This is an optimization exercise on Yosys and OpenROAD, whose aim is small area, not a production implementation.
Only simulation tests tie the RTL to the original design; equivalence was not proved.
Power and IR drop assume default switching activity.

==> flow/design.v, too long to show whole: its modules and the start of the top module <==
// module fft_core: 1251 lines
// module fa: 4 lines
// module ha: 4 lines
module fft_core (
   input               clk,
   input               rst_n,
   input        [3:0]  cfg_point,
   input               cfg_ifft,
   input        [5:0]  cfg_scaling,
   input               in_valid,
   input        [31:0] in_data,
   output logic        out_valid,
   output logic [31:0] out_data
);
  // ...
==> flow/flow/run.sh <==
#!/bin/bash
# Layout flow: the standard flow (standard.sh, all ORFS steps from the
# standard synthesis to finish) with two settings changed:
#  - the port buffers that global placement inserts are buf_2 cells;
#  - clock tree synthesis inserts no dummy loads.
# make's full output goes to flow_make.log in the work folder; ORFS keeps
# each step's log under orfs/logs/.
set -euo pipefail
bash standard.sh \
  "BUFFER_PORTS_ARGS=-buffer_cell sky130_fd_sc_hd__buf_2" \
  "CTS_ARGS=-sink_clustering_enable -repair_clock_nets -dont_use_dummy_load -buf_list {sky130_fd_sc_hd__clkbuf_2 sky130_fd_sc_hd__clkbuf_4 sky130_fd_sc_hd__clkbuf_8} -sink_clustering_size 20 -sink_clustering_max_diameter 60" \
  finish > flow_make.log 2>&1
==> flow/standard.sh <==
#!/bin/bash
# synth_recipe.tcl (not shown) runs the flow's synth.tcl, then flattens the netlist and writes it again
# the make line also repeats each setting of config.mk as NAME=value (left out here)
make -C /OpenROAD-flow-scripts/flow DESIGN_CONFIG=/design/flow/config.mk WORK_HOME=/design/flow/orfs CLKGATE_MAP_FILE= SYNTH_SCRIPT=/design/flow/synth_recipe.tcl "${@:-finish}"
==> flow/config.mk <==
export PLATFORM = sky130hd
export DESIGN_NAME = fft_core
export DESIGN_NICKNAME = fft_core
export VERILOG_FILES = /design/flow/design.v
export SDC_FILE = /design/flow/constraint.sdc
export NUM_CORES = 4
export LEC_CHECK = 0
export CAP_MARGIN = 0
export CORE_MARGIN = 2
export CORE_UTILIZATION = 75
export CTS_BUF_LIST = sky130_fd_sc_hd__clkbuf_2 sky130_fd_sc_hd__clkbuf_4 sky130_fd_sc_hd__clkbuf_8
export CTS_CLUSTER_DIAMETER = 60
export CTS_CLUSTER_SIZE = 20
export PLACE_DENSITY = 0.85
export SLEW_MARGIN = 0
export SYNTH_HIERARCHICAL = 1
export SYNTH_MEMORY_MAX_BITS = 65536
==> flow/constraint.sdc <==
create_clock -name core_clock -period 20.0 [get_ports {clk}]
set_input_delay 4.0000 -clock core_clock [delete_from_list [all_inputs] [get_ports {clk}]]
set_output_delay 4.0000 -clock core_clock [all_outputs]
set_load 0.01 [all_outputs]
==> results.json, run 1 <==
{
  "status": "no timing/DRC/antenna violations",
  "seq_share_pct": 25.7,
  "timing.setup.tns_ns": 0,
  "wl_met2_um": 27600,
  "overflow": 0,
  "top_layer": "met4",
  "holdBufCountCts": 0,
  "drive_gt1_share_pct": 13.9,
  "crit_type": "flop to output pin",
  "drt_iter0_drc": 1245,
  "p_clk_uw": 307,
  "synth.distinct_cells": 65,
  "dr.pass1.iters": 7,
  "peakVddDrop_uv": 92.5,
  "crit_top_cell": "fa_1",
  "seq_cell_count": 294,
  "largest_cell_class": "multi-input combinational cells",
  "synthTopCellsByCount": "fa_1 (313), dfxtp_1 (292), mux2i_1 (254)",
  "maxCapViolCount": 0,
  "cellLeakagePower_nw": 10.0,
  "cp.depth": 46,
  "numPortBuffers": 78,
  "ys_warn_count": 9,
  "yosysTopAreaCell": "fa_1",
  "setup_viol": 0,
  "dieHeight_um": 175,
  "antenna_found_initial": 0,
  "multi_input_area_um2": 15000,
  "clock_path_buffers": 3,
  "synth_cells": 2045,
  "arrival_ns": 15.61,
  "clk_root_buffer_cell": "clkbuf_8",
  "buf_share_pct": 3.07,
  "slowest_delay_ns": 0.42,
  "synth_xor_area_share_pct": 0.871,
  "cp-startpoint": "dl4[1][0]$_DFF_P_",
  "multi_input_area_share_pct": 65.3
}
==> run 2: changes to the inputs <==
--- a/flow/design.v
+++ b/flow/design.v
@@ -4,17 +4,17 @@
    input        [3:0]  cfg_point,
    input               cfg_ifft,
    input        [5:0]  cfg_scaling,
    input               in_valid,
    input        [31:0] in_data,
    output logic        out_valid,
    output logic [31:0] out_data
 );
-   wire ok  = (cfg_point[3:2] == 2'b00);
+   wire ok  = ~((cfg_point >= 4'd4) && (cfg_point <= 4'd9));
    wire a8  = (cfg_point == 4'd3);
    wire a4  = (cfg_point == 4'd3) || (cfg_point == 4'd2);
    wire        iv8 = in_valid & ok;
    wire [31:0] x8  = cfg_ifft ? {in_data[15:0], in_data[31:16]} : in_data;
    logic [2:0]  cnt8;
    logic [32:0] dl8 [0:3];
    logic [3:0]  tag8;
    logic [1:0]  j8;           
==> flow/flow/run.sh (replaced) <==
#!/bin/bash
# Layout flow: the standard flow (standard.sh: ORFS from the standard
# synthesis script to finish) with these settings changed:
#  - ABC maps the logic between registers with an area-oriented script
#    (flow/abc_speed.script, used in place of ORFS's script of that name;
#    registers are mapped before ABC runs, so they are unchanged);
#  - the port buffers that global placement inserts are buf_2 cells;
#  - clock tree synthesis inserts no dummy loads.
# make's full output goes to flow_make.log in the work folder; ORFS keeps
# each step's log under orfs/logs/.
set -euo pipefail
rm -rf scripts_abc
cp -r "$FLOW_HOME/scripts" scripts_abc
cp flow/abc_speed.script scripts_abc/abc_speed.script
bash standard.sh \
  "SCRIPTS_DIR=$PWD/scripts_abc" \
  "BUFFER_PORTS_ARGS=-buffer_cell sky130_fd_sc_hd__buf_2" \
  "CTS_ARGS=-sink_clustering_enable -repair_clock_nets -dont_use_dummy_load -buf_list {sky130_fd_sc_hd__clkbuf_2 sky130_fd_sc_hd__clkbuf_4 sky130_fd_sc_hd__clkbuf_8} -sink_clustering_size 20 -sink_clustering_max_diameter 60" \
  finish > flow_make.log 2>&1
==> flow/flow/abc_speed.script (new file) <==
&get -n
&st
&dch
&nf -a -R 1000
&put
buffer -c
topo
stime -c
upsize -c
dnsize -c
==> run 2 against run 1 <==
Against the previous run:
- largest cell class unchanged
- cell area fell by 4.8%
- register-to-register slack got worse by 0.52 ns
- non-clock buffer count rose by 7
- flip-flop and latch count did not move
- wire length fell by 1.1%
- area after synthesis fell by 5.0%
- global-route usage rose by 1.5 points
- maximum frequency fell by 0.18%
- clock-buffer cell count rose by 1
- die area fell by 4.9%
- total power fell by 3.2%
- core utilization rose by 0.85 points
==> results.json, run 2 <==
{
  "status": "no timing/DRC/antenna violations",
  "p_comb_share_pct": 53.1,
  "vias": 15600,
  "gr-usage-all-layers_pct": 38.5,
  "dieHeight_um": 170,
  "coreArea_um2": 27000,
  "antenna_found_initial": 0,
  "switching_share_pct": 43.1,
  "dieArea_um2": 29000,
  "syn-cell-area_um2": 20800,
  "crit_path_end_kind": "output pin",
  "crit_path_top_delay_cell": "fa_1",
  "critPathMaxFanout": 15,
  "synth.distinct_cells": 59,
  "largest_reg_flops": 132,
  "setup.worst_path.start_class": "flop",
  "wire_per_inst_um": 23.7,
  "worst_pin_slew_ns": 1.27,
  "numPortBuffers": 78,
  "overflow": 0,
  "grt_max_degree": 94,
  "cts_tree": "done",
  "drc_errors": 0,
  "hold_viol": 0,
  "row_count": 60,
  "hold_depth": 0,
  "ys_warn_count": 9,
  "post_dp_cell_area_um2": 21200,
  "antenna_left": 0,
  "clock_path_buffers": 3,
  "hpwl_um": 41800,
  "ys_seq_area_share_pct": 28.5,
  "synth_edf_count": 2,
  "fmaxAchievable_mhz": 50.9,
  "worst-path-buf-inv": 1,
  "intPower_mw": 1.26,
  "initial_core_util_pct": 76.8,
  "nets": 2357,
  "drive_gt1_share_pct": 12.0,
  "clkTransAtPathRegs_ns": 0.11,
  "yosysTopAreaCell": "fa_1",
  "dominantRegCellSynth": "dfxtp_1",
  "rr_worst_depth": 44,
  "hold_class": "flop to flop",
  "fin_area_um2": 21900,
  "setup_viol": 0,
  "clk_root_buffer_cell": "clkbuf_8",
  "crit_type": "flop to output pin",
  "period_share_pct": 98.2,
  "power_frac_seq_pct": 32.7,
  "synthTopCellsByCount": "fa_1 (313), dfxtp_1 (292), a21oi_1 (177)",
  "slowest_delay_ns": 0.42,
  "clock_latency_ns": 0.62,
  "syn_area_per_cell_um2": 10.7,
  "routed_wl_um": 54500,
  "cellLeakagePower_nw": 9.55,
  "htree_num_levels": 1,
  "synthToLayoutAreaGrowth_pct": 5.55,
  "period_needed_ns": 19.65,
  "r2r-start": "dl4[1][16]$_DFF_P_",
  "finClkSkew_ns": 0.0767,
  "r2r_slack_ns": 4.11,
  "crit_top_cell": "fa_1",
  "cpLargestDelayFamily": "adder cells",
  "clock_power_share_pct": 14.2,
  "grt_pass1_vias": 16000,
  "post-place-ws_ns": 0.491,
  "final_cell_mix": "fa_1 (300), dfxtp_1 (290), a21oi_1 (174)",
  "clock-sinks": 294,
  "utilization_pct": 81.0,
  "synth_top_area_share_pct": 30.2,
  "post_drt_via_cell_ratio": 6.77,
  "arrival_ns": 15.65,
  "final_common_cell": "fa_1",
  "fin_hold_ws_ns": 0.296,
  "r2r-end": "dl2[21]$_DFF_P_",
  "holdBufCountCts": 0,
  "worst_slack_ns": 0.355,
  "num_antenna_cells": 0,
  "slew_violations": 0,
  "synth.area.top_cells": "fa_1 (30%), dfxtp_1 (28%), mux2i_1 (7.7%), a21oi_1 (4.3%), a22oi_1 (2.9%)",
  "synthMostInstantiatedCell": "fa_1",
  "reg_top3": "dl8 (132), dl4 (64)",
  "io-pin-count": 79,
  "regMostFlops": "dl8",
  "gp_congestion": 0.994,
  "p_switching_uw": 950,
  "synth_cells": 1935,
  "worstHoldStart": "dl8[1][16]$_DFF_P_",
  "synthesis.nets": 2330,
  "grt_pass1_wl_um": 85900,
  "async_flop_share_pct": 0,
  "cts-buffers-inserted": 27,
  "max-slew-margin-rel_pct": 14.6,
  "worstPathRequired_ns": 16.00,
  "die_w_um": 170,
  "maxCapViolCount": 0,
  "peakVddDrop_uv": 87.6,
  "hold_path_end": "dl8[2][16]$_DFF_P_",
  "synth-seq-cells": 294,
  "dr.pass1.iters": 5,
  "power_density_nw_per_um2": 101,
  "drt_iter0_drc": 1529
}
-- run 2: cell count changes in the layout (fill, tap and decap cells not counted), moves of 27 or more --
cell / previous run / this run
nand2_1: 109 / 158
a22oi_1: 5 / 80
o221ai_1: 0 / 31
a311oi_1: 28 / 1
mux2i_1: 240 / 159
mux2_2: 76 / 19
nor2_1: 72 / 45
a211oi_1: 67 / 4
a221o_1: 0 / 57
-- run 2: per-module statistics from Yosys, one instance, submodules excluded --
module	area, um2	cells
ha	12.5	1
fft_core	14200	1599
fa	20.0	1
-- run 2: cells by family after synthesis --
group	after synthesis	share of synthesized area, %
mux	178	8.70
xor+xnor	12	0.506
simple gates	294	6.61
fa+ha+maj	349	32.4
buf+inv	259	5.10
compound gates	549	18.3
flops	294	28.5
-- run 2: what timing repair did --
action                                  CTS  global route
cloned                                    0             1
buffers inserted                          4            18
resized for setup                         0            33
endpoints found under the setup margin   23            32
pin swaps                                 0            11
-- run 2: metal layers --
layer	global-route usage, %	share of wire [%]	vias to the layer above
met5	0	0	-
met4	17.1	5.7	0
met3	5.88	7.3	204
met2	66.8	50	818
met1	48.2	37	7750
li1	-	-	6814
-- run 2: layout make-up --
| class | instances | area [um2] |
|---|---|---|
| Clock buffer | 27 | 372 |
| Fill cell | 1692 | 5120 |
| Inverter | 131 | 492 |
| Multi-Input combinational cell | 1382 | 13900 |
| Sequential cell | 294 | 5910 |
| Tap cell | 341 | 427 |
| Timing Repair Buffer | 126 | 781 |
-- run 2: worst max path at each step --
stage	from	endpoint	slack, ns	cells past startpoint
floorplan	cfg_ifft	dl8[0][15]$_DFF_P_	1.33	44
global placement	dl4[1][16]$_DFF_P_	out_data[22]	0.80	47
detailed placement	dl4[1][16]$_DFF_P_	out_data[22]	0.49	47
CTS	dl4[1][16]$_DFF_P_	out_data[22]	0.05	47
global route	dl4[1][16]$_DFF_P_	out_data[20]	-0.04	47
finish	dl4[1][16]$_DFF_P_	out_data[28]	0.35	43
-- run 2: through the flow --
step / setup TNS, ns / power [mW] / cells
floorplan: 0 / 1.49 / 1935
global placement: 0 / 1.81 / 2251
detailed placement: 0 / 1.85 / 2251
CTS: 0 / 2.17 / 2282
global route: -0.172 / 2.34 / 2301
finish: 0 / 2.21 / 2301
-- run 2: worst reg2reg max path, delay by kind of cell, from the launching register on --
family	cells	cell delay, ns
adder cells (fa/ha/maj)	31	12.17
AND/OR/NAND/NOR	3	1.48
AO/OA/AOI/OAI	5	0.74
buffers and inverters	3	0.57
XOR/XNOR	2	0.39
flip-flops	1	0.36
-- run 2: power by group through the flow --
stage	sequential (mW)	clock, mW	combinational [mW]
CTS	0.720	0.314	1.13
global placement	0.730	0	1.08
global route	0.731	0.337	1.28
detailed placement	0.733	0	1.12
finish	0.722	0.312	1.17
floorplan	0.711	0	0.780
==> run 3: changes to the inputs <==
--- a/flow/flow/run.sh
+++ b/flow/flow/run.sh
@@ -15,5 +15,5 @@
 bash standard.sh \
   "SCRIPTS_DIR=$PWD/scripts_abc" \
   "BUFFER_PORTS_ARGS=-buffer_cell sky130_fd_sc_hd__buf_2" \
-  "CTS_ARGS=-sink_clustering_enable -repair_clock_nets -dont_use_dummy_load -buf_list {sky130_fd_sc_hd__clkbuf_2 sky130_fd_sc_hd__clkbuf_4 sky130_fd_sc_hd__clkbuf_8} -sink_clustering_size 20 -sink_clustering_max_diameter 60" \
+  "CTS_ARGS=-sink_clustering_enable -repair_clock_nets -dont_use_dummy_load -buf_list {sky130_fd_sc_hd__clkbuf_2 sky130_fd_sc_hd__clkbuf_4 sky130_fd_sc_hd__clkbuf_8} -sink_clustering_size 12 -sink_clustering_max_diameter 40" \
   finish > flow_make.log 2>&1
==> flow/flow/abc_speed.script (replaced) <==
&get -n
&st
&dch
&nf -a -R 1000 -E 100 -F 8 -A 6
&put
topo
stime -c
--- a/flow/config.mk
+++ b/flow/config.mk
@@ -9,8 +9,8 @@
 export CORE_MARGIN = 2
 export CORE_UTILIZATION = 75
 export CTS_BUF_LIST = sky130_fd_sc_hd__clkbuf_2 sky130_fd_sc_hd__clkbuf_4 sky130_fd_sc_hd__clkbuf_8
-export CTS_CLUSTER_DIAMETER = 60
-export CTS_CLUSTER_SIZE = 20
+export CTS_CLUSTER_DIAMETER = 40
+export CTS_CLUSTER_SIZE = 12
 export PLACE_DENSITY = 0.85
 export SLEW_MARGIN = 0
 export SYNTH_HIERARCHICAL = 1
==> run 3 against run 2 <==
Against the previous run:
- cell count down 1.6%
- maximum frequency about the same
- via count is 1.2% lower
- sequential share of layout area up 0.071 points
- clock-buffer cell count grew 14
- combinational power barely moved
- flip-flop and latch count unchanged
- wire length down 6.0%
- largest cell class unchanged
- highest routed layer unchanged
==> results.json, run 3 <==
{
  "synth_top_area_share_pct": 31.6,
  "crit_top_cell": "fa_1",
  "synthesis.nets": 2156,
  "clock-sinks": 294,
  "fmaxAchievable_mhz": 50.9,
  "fin_hold_ws_ns": 0.303,
  "fill_cells": 1464,
  "reg_top3": "dl8 (132), dl4 (64)",
  "top_usage_layer": "met2",
  "dr.pass1.iters": 8,
  "slowest_delay_ns": 0.41,
  "synthToLayoutAreaGrowth_pct": 10.2,
  "gp_congestion": 0.986,
  "ys_seq_area_share_pct": 29.8,
  "final_cell_mix": "fa_1 (294), dfxtp_1 (290), a21oi_1 (216)",
  "cts_tree": "done",
  "slew_violations": 0,
  "r2r-start": "dl4[1][16]$_DFF_P_",
  "regMostFlops": "dl8",
  "drive_gt1_share_pct": 11.4,
  "worstPathRequired_ns": 16.00,
  "period_needed_ns": 19.63,
  "dieArea_um2": 27800,
  "post_drt_via_cell_ratio": 6.80,
  "yosysTopAreaCell": "fa_1",
  "fin_area_um2": 21800,
  "clock_path_buffers": 3,
  "critPathMaxFanout": 8,
  "io-pin-count": 79,
  "drc_errors": 0,
  "final_common_cell": "fa_1",
  "grt_pass1_vias": 15900,
  "synth.area.top_cells": "fa_1 (32%), dfxtp_1 (29%), mux2i_1 (7.1%), a21oi_1 (5.5%), clkinv_1 (2.6%)",
  "met3_usage_pct": 6.01,
  "coreArea_um2": 26000,
  "hold_viol": 0,
  "syn_area_per_cell_um2": 11.3,
  "synthTopCellsByCount": "fa_1 (313), dfxtp_1 (292), a21oi_1 (216)",
  "num_antenna_cells": 0,
  "r2r-end": "dl2[23]$_DFF_P_",
  "synth_cells": 1761,
  "worst_pin_slew_ns": 1.35,
  "die_w_um": 167,
  "hold_class": "flop to flop",
  "vias": 15400,
  "met2_usage_pct": 64.2,
  "rr_worst_depth": 44,
  "synthMostInstantiatedCell": "fa_1",
  "gr-usage-all-layers_pct": 37.3,
  "post-place-ws_ns": 0.595,
  "setup_viol": 0,
  "clk_root_buffer_cell": "clkbuf_8",
  "antenna_left": 0,
  "cpLargestDelayFamily": "adder cells",
  "clkTransAtPathRegs_ns": 0.07,
  "dominantRegCellSynth": "dfxtp_1",
  "hold_path_end": "dl8[1][27]$_DFF_P_",
  "power_density_nw_per_um2": 104,
  "crit_path_end_kind": "output pin",
  "peakVddDrop_uv": 89.3,
  "wire_per_inst_um": 22.6,
  "hold_depth": 0,
  "dieHeight_um": 167,
  "grt_max_degree": 95,
  "row_count": 59,
  "numPortBuffers": 78,
  "worst-path-buf-inv": 3,
  "overflow": 0,
  "max-slew-margin-rel_pct": 9.66,
  "holdBufCountCts": 0,
  "cts-buffers-inserted": 41,
  "hpwl_um": 38400,
  "clock_latency_ns": 0.55,
  "largest_reg_flops": 132,
  "cellLeakagePower_nw": 8.81,
  "setup.worst_path.start_class": "flop",
  "nets": 2326,
  "drt_iter0_drc": 1470,
  "async_flop_share_pct": 0,
  "syn-cell-area_um2": 19800,
  "met1_usage_pct": 47.2,
  "crit_path_top_delay_cell": "fa_1",
  "routed_wl_um": 51200,
  "ys_warn_count": 9,
  "worst_slack_ns": 0.369,
  "utilization_pct": 84.1,
  "crit_type": "flop to output pin",
  "synth_edf_count": 2,
  "synth-seq-cells": 294,
  "status": "no timing/DRC/antenna violations",
  "initial_core_util_pct": 76.3,
  "arrival_ns": 15.63,
  "period_share_pct": 98.2,
  "r2r_slack_ns": 4.26,
  "htree_num_levels": 2,
  "grt_pass1_wl_um": 82700,
  "finClkSkew_ns": 0.0602,
  "antenna_found_initial": 0,
  "synth.distinct_cells": 46,
  "worstHoldStart": "dl8[0][27]$_DFF_P_",
  "post_dp_cell_area_um2": 20900,
  "maxCapViolCount": 0
}
## run 3: cell types whose count changed in the layout (fill, tap and decap cells not counted), sizes merged, moves of 18 or more
| cell | delta |
|---|---|
| mux2i | -18 |
| nand2 | -57 |
| inv | -129 |
| clkinv | +135 |
| mux2 | +21 |
| a221o | -30 |
| a21oi | +38 |
## run 3: repair_timing
item,CTS,global route
pin swaps,0,6
endpoints found under the setup margin,3,32
buffers inserted,0,10
resized for setup,1,63
cloned,0,4
## run 3: kinds of logic (layout without fill, tap and decap cells)
group	count (synthesis)	after routing	synth area share [%]
adders and majority gates	350	350	33.9
muxes	181	181	9.39
DFF	294	294	29.8
AOI/OAI and AO/OA	565	565	18.9
buffers and inverters	137	305	2.59
xor gates and xnor gates	12	12	0.530
and+or+nand+nor	222	222	4.92
## run 3: per-module statistics from Yosys, one instance, submodules excluded
| module | cell area, um2 | flip-flops and latches | copies in the design |
|---|---|---|---|
| ha | 12.5 | 0 | 23 |
| fa | 20.0 | 0 | 313 |
| fft_core | 13300 | 294 | 1 |
## run 3: worst max-delay path by stage
stage	start	to	slack, ns	cells after the start
final	dl4[1][16]$_DFF_P_	out_data[18]	0.37	47
after global routing	dl4[1][16]$_DFF_P_	out_data[18]	-0.06	47
after CTS	cd[0]$_DFF_P_	out_data[5]	0.01	47
after detailed placement	dl4[1][16]$_DFF_P_	out_data[22]	0.59	45
after global placement	dl4[1][16]$_DFF_P_	out_data[18]	1.07	47
after floorplan	dl4[1][16]$_DFF_P_	out_data[23]	0.54	43
## run 3: final cells by class
type / count / area, um2 / area share (%)
Clock buffer: 41 / 564 / 2.58
Inverter: 137 / 514 / 2.35
Multi-Input combinational cell: 1330 / 13700 / 62.6
Sequential cell: 294 / 5910 / 27.0
Tap cell: 335 / 419 / 1.92
Timing Repair Buffer: 127 / 774 / 3.55
## run 3: per-stage QoR
step / setup TNS (ns) / cells / total power [mW]
6_report: 0 / 2264 / 2.27
4_1_cts: 0 / 2250 / 2.23
3_3_place_gp: 0 / 2209 / 1.78
2_1_floorplan: 0 / 1761 / 1.48
3_5_place_dp: 0 / 2209 / 1.83
5_1_grt: -0.321 / 2264 / 2.42
## run 3: per-layer routing
metal,wire (um),vias to the layer above
met2,25800,794
met4,2560,0
met5,0,-
met1,19200,7672
li1,-,6751
met3,3640,183
## run 3: power breakdown
part | internal [mW] | switching (mW)
logic | 0.474 | 0.689
clock network | 0.181 | 0.203
registers | 0.659 | 0.0641
total | 1.31 | 0.956
==> run 4: changes to the inputs <==
--- a/flow/flow/run.sh
+++ b/flow/flow/run.sh
@@ -15,5 +15,5 @@
 bash standard.sh \
   "SCRIPTS_DIR=$PWD/scripts_abc" \
   "BUFFER_PORTS_ARGS=-buffer_cell sky130_fd_sc_hd__buf_2" \
-  "CTS_ARGS=-sink_clustering_enable -repair_clock_nets -dont_use_dummy_load -buf_list {sky130_fd_sc_hd__clkbuf_2 sky130_fd_sc_hd__clkbuf_4 sky130_fd_sc_hd__clkbuf_8} -sink_clustering_size 12 -sink_clustering_max_diameter 40" \
+  "CTS_ARGS=-sink_clustering_enable -repair_clock_nets -dont_use_dummy_load -buf_list {sky130_fd_sc_hd__clkbuf_4 sky130_fd_sc_hd__clkbuf_8} -sink_clustering_size 20 -sink_clustering_max_diameter 60" \
   finish > flow_make.log 2>&1
--- a/flow/config.mk
+++ b/flow/config.mk
@@ -8,9 +8,9 @@
 export CAP_MARGIN = 0
 export CORE_MARGIN = 2
 export CORE_UTILIZATION = 75
-export CTS_BUF_LIST = sky130_fd_sc_hd__clkbuf_2 sky130_fd_sc_hd__clkbuf_4 sky130_fd_sc_hd__clkbuf_8
-export CTS_CLUSTER_DIAMETER = 40
-export CTS_CLUSTER_SIZE = 12
+export CTS_BUF_LIST = sky130_fd_sc_hd__clkbuf_4 sky130_fd_sc_hd__clkbuf_8
+export CTS_CLUSTER_DIAMETER = 60
+export CTS_CLUSTER_SIZE = 20
 export PLACE_DENSITY = 0.85
 export SLEW_MARGIN = 0
 export SYNTH_HIERARCHICAL = 1
==> run 4 against run 3 <==
Against the previous run:
- largest cell class unchanged
- die area did not move
- clock skew grew 0.00057 ns
- cell count fell by 0.71%
- critical path type unchanged
- first-iteration DRC count down 2.6%
- via count decreased by 0.87%
- synthesized cell count did not move
- largest power group unchanged
- cell area down 1.0%
- critical path depth is the same
- critical endpoint unchanged
==> results.json, run 4 <==
{
  "status": "no timing/DRC/antenna violations",
  "cts-buffers-inserted": 25,
  "syn-cell-area_um2": 19800,
  "grt_pass1_vias": 15700,
  "fmaxAchievable_mhz": 50.9,
  "slew_violations": 0,
  "setup_viol": 0,
  "gp_congestion": 0.986,
  "crit_path_top_delay_cell": "fa_1",
  "synth-seq-cells": 294,
  "setup.worst_path.start_class": "flop",
  "period_needed_ns": 19.65,
  "drive_gt1_share_pct": 10.7,
  "max-slew-margin-rel_pct": 13.2,
  "synthMostInstantiatedCell": "fa_1",
  "gr-usage-all-layers_pct": 36.6,
  "drt_iter0_drc": 1432,
  "antenna_left": 0,
  "slowest_delay_ns": 0.40,
  "dr.pass1.iters": 6,
  "cellLeakagePower_nw": 8.70,
  "synthTopCellsByCount": "fa_1 (313), dfxtp_1 (292), a21oi_1 (216)",
  "post-place-ws_ns": 0.595,
  "hold_viol": 0,
  "dieArea_um2": 27800,
  "dieHeight_um": 167,
  "post_drt_via_cell_ratio": 6.79,
  "regMostFlops": "dl8",
  "grt_max_degree": 95,
  "worstPathRequired_ns": 16.00,
  "clock_latency_ns": 0.60,
  "drc_errors": 0,
  "clk_root_buffer_cell": "clkbuf_8",
  "htree_num_levels": 1,
  "clock-sinks": 294,
  "utilization_pct": 83.2,
  "synth_compound_gate_area_share_pct": 18.9,
  "grt_pass1_wl_um": 81400,
  "crit_top_cell": "fa_1",
  "dominantRegCellSynth": "dfxtp_1",
  "p_comb_share_pct": 53.1,
  "holdBufCountCts": 0,
  "initial_core_util_pct": 76.3,
  "die_w_um": 167,
  "synth.distinct_cells": 46,
  "final_cells": 2248,
  "largest_reg_flops": 132,
  "synth_top_family_by_area": "adder cells",
  "yosys.area_share.simple_pct": 4.92,
  "maxCapViolCount": 0,
  "numPortBuffers": 78,
  "finClkSkew_ns": 0.0608,
  "peakVddDrop_uv": 88.1,
  "switching_share_pct": 42.8,
  "crit_type": "flop to output pin",
  "final_common_cell": "fa_1",
  "routed_wl_um": 50500,
  "syn_area_per_cell_um2": 11.3,
  "intPower_mw": 1.24,
  "power_density_nw_per_um2": 101,
  "io-pin-count": 79,
  "fill_cells": 1515,
  "synth_cells": 1761,
  "wire_per_inst_um": 22.5,
  "crit_path_end_kind": "output pin",
  "num_antenna_cells": 0,
  "async_flop_share_pct": 0,
  "synthesis.nets": 2156,
  "synth_xor_area_share_pct": 0.530,
  "clock_power_share_pct": 13.7,
  "synth.area.top_cells": "fa_1 (32%), dfxtp_1 (29%), mux2i_1 (7.1%), a21oi_1 (5.5%), clkinv_1 (2.6%)",
  "row_count": 59,
  "ys_warn_count": 9,
  "vias": 15300,
  "coreArea_um2": 26000,
  "p_switching_uw": 931,
  "final_cell_mix": "fa_1 (293), dfxtp_1 (289), a21oi_1 (216)",
  "worst_slack_ns": 0.347,
  "hold_class": "flop to flop",
  "synthToLayoutAreaGrowth_pct": 9.06,
  "clock_path_buffers": 3,
  "cts_tree": "done",
  "power_frac_seq_pct": 33.2,
  "synth_top_area_share_pct": 31.6,
  "ff_latch_area_um2": 5910,
  "synth_mux_area_share_pct": 9.39,
  "nets": 2310,
  "critPathMaxFanout": 8,
  "period_share_pct": 98.3,
  "synthAdderAreaFrac_pct": 33.9,
  "overflow": 0,
  "hpwl_um": 38400,
  "worst_pin_slew_ns": 1.30,
  "reg_top3": "dl8 (132), dl4 (64)",
  "placed_cells": 2209,
  "multi_input_area_um2": 13700,
  "arrival_ns": 15.65,
  "clkTransAtPathRegs_ns": 0.12,
  "ys_seq_area_share_pct": 29.8,
  "yosysTopAreaCell": "fa_1",
  "synth_edf_count": 2,
  "antenna_found_initial": 0
}
## run 4: cell counts after synthesis
No cell type changed its count.
## run 4: modules after synthesis (local to each module, per instance)
module    cells  cell area, um2  copies in the design  flip-flops and latches
ha            1            12.5                    23                       0
fft_core   1425           13300                     1                     294
fa            1            20.0                   313                       0
## run 4: metrics by stage
step / area, um2 / hold WS [ns] / total power, mW / TNS [ns]
2_1_floorplan: 19800 / 0.310 / 1.48 / 0
3_3_place_gp: 20900 / 0.310 / 1.78 / 0
3_5_place_dp: 20900 / 0.312 / 1.83 / 0
4_1_cts: 21300 / 0.305 / 2.14 / 0
5_1_grt: 21600 / 0.308 / 2.33 / -0.0753
6_report: 21600 / 0.307 / 2.18 / 0
## run 4: worst paths after layout
path / startpoint / endpoint / slack, ns / depth (start not counted)
worst max-delay path: dl4[1][16]$_DFF_P_ / out_data[18] / 0.35 / 47
worst min-delay path: dl4[0][27]$_DFF_P_ / dl4[1][27]$_DFF_P_ / 0.31 / 0
worst max register to register: dl4[1][16]$_DFF_P_ / dl2[21]$_DFF_P_ / 4.35 / 45
worst min register to register: dl4[0][27]$_DFF_P_ / dl4[1][27]$_DFF_P_ / 0.31 / 0
## run 4: worst max-delay path, delay by kind of cell, from the launching register on
kind                     cells  cell delay (ns)
XOR/XNOR                     2             0.35
AND/OR/NAND/NOR              4             0.54
buffers and inverters        3             0.58
flip-flops                   1             0.36
multiplexers                 1             0.33
adder cells (fa/ha/maj)     32            11.98
AO/OA/AOI/OAI                5             0.90
## run 4: kinds of logic after synthesis
logic type | after synthesis
AND/OR/NAND/NOR | 222
XOR/XNOR | 12
buffers and inverters | 137
flip-flops | 294
AO/OA/AOI/OAI | 565
multiplexers | 181
adder cells (fa/ha/maj) | 350
## run 4: cell type report
type | instances | share of cell area [%]
Sequential cell | 294 | 27.3
Multi-Input combinational cell | 1330 | 63.2
Inverter | 137 | 2.38
Tap cell | 335 | 1.94
Clock buffer | 25 | 1.59
Timing Repair Buffer | 127 | 3.56
## run 4: routing by layer
metal	wire, um	vias up	global-route usage (%)
li1	-	6738	-
met1	19100	7652	47.1
met2	25500	705	61.9
met3	3170	171	4.66
met4	2740	0	18.1
met5	0	-	0
## run 4: power by group through the flow
stage	Combinational, mW	Clock (mW)	Sequential [mW]
after CTS	1.12	0.302	0.720
after detailed placement	1.10	0	0.733
after global routing	1.28	0.319	0.731
final	1.15	0.299	0.723
after floorplan	0.762	0	0.713
after global placement	1.05	0	0.729
## run 4: timing repair
item	4_1_cts	5_1_grt
setup endpoints to repair	4	32
cloned	0	4
endpoints found under the hold margin	0	0
buffers inserted	0	10
pin swaps	0	6
gates resized for setup	6	56

[what the ideal ports hide]
Ports are ideal in the flow. The routed layouts listed here were re-timed in OpenROAD.
Step 1 assumes that a clkbuf_16 drives the clock port and a buf_2 every other input.
Step 2, shift: input delay + t, output delay - t, t = (earliest + latest rising clock arrival at the registers) / 2. This alone moves slack from input paths to output paths.
a / b / c = no drivers / after step 1 / after step 2; a / b = the first two.
| run | t (ns) | slack for setup (ns) | hold slack, ns | latest minus earliest clock arrival (ns) |
|---|---|---|---|---|
| run 1 | 0.625 | 0.391 / 0.343 / 0.967 | 0.262 / 0.262 / 0.262 | 0.111 / 0.111 |
| run 2 | 0.633 | 0.355 / 0.305 / 0.937 | 0.296 / 0.296 / 0.296 | 0.077 / 0.077 |
| run 3 | 0.568 | 0.369 / 0.324 / 0.892 | 0.303 / 0.303 / 0.303 | 0.061 / 0.060 |
| run 4 | 0.615 | 0.347 / 0.297 / 0.912 | 0.307 / 0.307 / 0.307 | 0.061 / 0.061 |
After both steps every run listed still meets setup and hold.
